This design comes from an exercise in tuning for small area, a short achievable clock period and few clock cycles per item on the open sky130 flow, not from production work.
In this exercise RTL edits were held to simulation tests only and were not proved equivalent to the original.

==> flow/design.v (excerpt) <==
module linear_equation_solver_3x3 #(
    parameter DATA_WIDTH = 16,
    parameter MAX_ITER = 40,
    parameter FRAC_BITS = 8
)(
    input wire clk,
    input wire rst,
    input wire start,
    input wire [DATA_WIDTH-1:0] a_data,
    input wire [3:0] a_addr,
    input wire a_wen,
    input wire [DATA_WIDTH-1:0] b_data,
    input wire [1:0] b_addr,
    input wire b_wen,
    output reg [DATA_WIDTH-1:0] x0, x1, x2,
    output reg done
);
For scale: roughly 7900 cells after synthesis, about 450 flip-flops, roughly 64000 um^2 of cells after synthesis.
clock: 110.0 ns
lec_check: 0
abc_area: 1
cap_margin: 20
core_margin: 2
core_utilization: 60
place_density: 0.7
setup_slack_margin: 5
slew_margin: 20
standard.sh (not shown) runs the stock make flow with config.mk's settings and CLKGATE_MAP_FILE= SYNTH_SCRIPT=/design/flow/synth_recipe.tcl, a recipe that flattens the netlist after the stock synthesis.
==> flow/flow/run.sh <==
#!/bin/bash
# Standard layout, with two changes:
#  - after global placement, the port buffers inserted by buffer_ports are
#    re-mastered from the slow default cell to a plain buffer;
#  - the later timing repairs aim for more setup slack than the default
#    5 ns margin (same clock and constraints).
set -euo pipefail
RES=$PWD/orfs/results/$FLOW_PLATFORM/linear_equation_solver_3x3/base
bash standard.sh $RES/3_3_place_gp.odb > flow_to_gp.log 2>&1
cat > port_buffers.tcl <<EOS
read_db $RES/3_3_place_gp.odb
set n 0
set buf [[ord::get_db] findMaster sky130_fd_sc_hd__buf_4]
foreach inst [[ord::get_db_block] getInsts] {
  set name [\$inst getName]
  set master [[\$inst getMaster] getName]
  if {[regexp {^(input|output)[0-9]+\$} \$name] && [string match sky130_fd_sc_hd__clkdlybuf* \$master]} {
    \$inst swapMaster \$buf
    incr n
  }
}
puts "re-mastered \$n port buffers"
write_db $RES/3_3_place_gp.odb
EOS
openroad -no_splash -exit port_buffers.tcl > port_buffers.log 2>&1
bash standard.sh SETUP_SLACK_MARGIN=${SLACK_MARGIN:-86} finish > flow_finish.log 2>&1
Testbench counts at the start, summed over its fixed seeds: cycles 35,813, solves 1,200.
Then changed:
--- a/flow/config.mk
+++ b/flow/config.mk
@@ -10,4 +10,4 @@
 export CORE_MARGIN = 2
-export CORE_UTILIZATION = 60
-export PLACE_DENSITY = 0.7
+export CORE_UTILIZATION = 80
+export PLACE_DENSITY = 0.88
 export SETUP_SLACK_MARGIN = 5
Cell area goes down by 0.83%.
Via count increases by 10%.
First-iteration DRC count is higher by 86%.
Area after synthesis is unchanged.
Worst hold slack is better by 37 ps.
Non-clock buffer count fell by 2.
Setup slack got worse by 28 ps.
Cell count fell by 3.7%.
Then changed:
--- a/flow/config.mk
+++ b/flow/config.mk
@@ -10,4 +10,6 @@
 export CORE_MARGIN = 2
-export CORE_UTILIZATION = 80
-export PLACE_DENSITY = 0.88
+export CORE_UTILIZATION = 60
+export CTS_CLUSTER_DIAMETER = 100
+export CTS_CLUSTER_SIZE = 25
+export PLACE_DENSITY = 0.7
 export SETUP_SLACK_MARGIN = 5
- The changed run finished clean
- clock skew is about the same
- sequential cell count does not change
- global-route usage is lower by 17 points
- design area decreases by 0.57%
- first-iteration DRC count drops by 48%
- fmax hardly moves
- register-to-register slack improved by 390 ps
- sequential share of layout area increases by 0.11 points
- final cell count rose by 3.3%
- die area increases by 33%
- worst setup slack gains 18 ps
Then changed:
--- a/flow/config.mk
+++ b/flow/config.mk
@@ -11,4 +11,5 @@
 export CORE_UTILIZATION = 60
-export CTS_CLUSTER_DIAMETER = 100
-export CTS_CLUSTER_SIZE = 25
+export CTS_BUF_LIST = sky130_fd_sc_hd__clkbuf_4 sky130_fd_sc_hd__clkbuf_8 sky130_fd_sc_hd__clkbuf_16
+export CTS_CLUSTER_DIAMETER = 90
+export CTS_CLUSTER_SIZE = 20
 export PLACE_DENSITY = 0.7
- The changed run ran to the end with no violations
- flip-flop and latch count does not change
- fmax stays flat
- sequential share of layout area barely changes
- count of clock-buffer cells in the layout climbs by 7
- register-to-register slack barely changes
- critical path depth is unchanged
- setup slack improves by 12 ps
- area after synthesis is unchanged
- hold slack hardly moves
- final area is higher by 0.30%
- global-route usage is about the same
Then changed:
--- a/flow/config.mk
+++ b/flow/config.mk
@@ -11,3 +11,2 @@
 export CORE_UTILIZATION = 60
-export CTS_BUF_LIST = sky130_fd_sc_hd__clkbuf_4 sky130_fd_sc_hd__clkbuf_8 sky130_fd_sc_hd__clkbuf_16
 export CTS_CLUSTER_DIAMETER = 90
=> Register-to-register slack improves by 20 ps; wire length stays flat; hold slack loses 10 ps; final area stays flat.

-- re-timing with driven ports --
How much do the figures lean on ideal ports? The routed layouts below were timed once more, with nothing changed but the port constraints.
Step 1, drivers: a clkbuf_16 drives clk and a buf_2 each remaining input, both assumed.
Step 2, shift: input delay + t, output delay - t, t = (earliest + latest rising clock arrival at the registers) / 2. This alone moves slack from input paths to output paths.
Slacks: ideal / step 1 / step 2; pairs: ideal / step 1.
run | t (ns) | setup WS [ns] | worst hold slack (ns) | clock arrival spread, ns | cell pins on the clock port's net
the first run | 0.675 | 86.783 / 86.712 / 86.789 | 0.425 / 0.425 / 0.425 | 0.037 / 0.037 | 1
the second run | 0.695 | 86.755 / 86.688 / 86.349 | 0.462 / 0.462 / 0.462 | 0.048 / 0.049 | 1
the third run | 0.659 | 86.773 / 86.707 / 86.803 | 0.434 / 0.434 / 0.434 | 0.049 / 0.050 | 1
the fourth run | 0.677 | 86.785 / 86.716 / 86.805 | 0.433 / 0.433 / 0.433 | 0.037 / 0.037 | 1
the fifth run | 0.681 | 86.785 / 86.714 / 86.799 | 0.423 / 0.423 / 0.423 | 0.040 / 0.039 | 1
After both steps setup and hold are still met in every run listed. For the second run, which loses most, drivers alone change the setup slack by -0.067 ns; drivers and shift together by -0.406 ns.
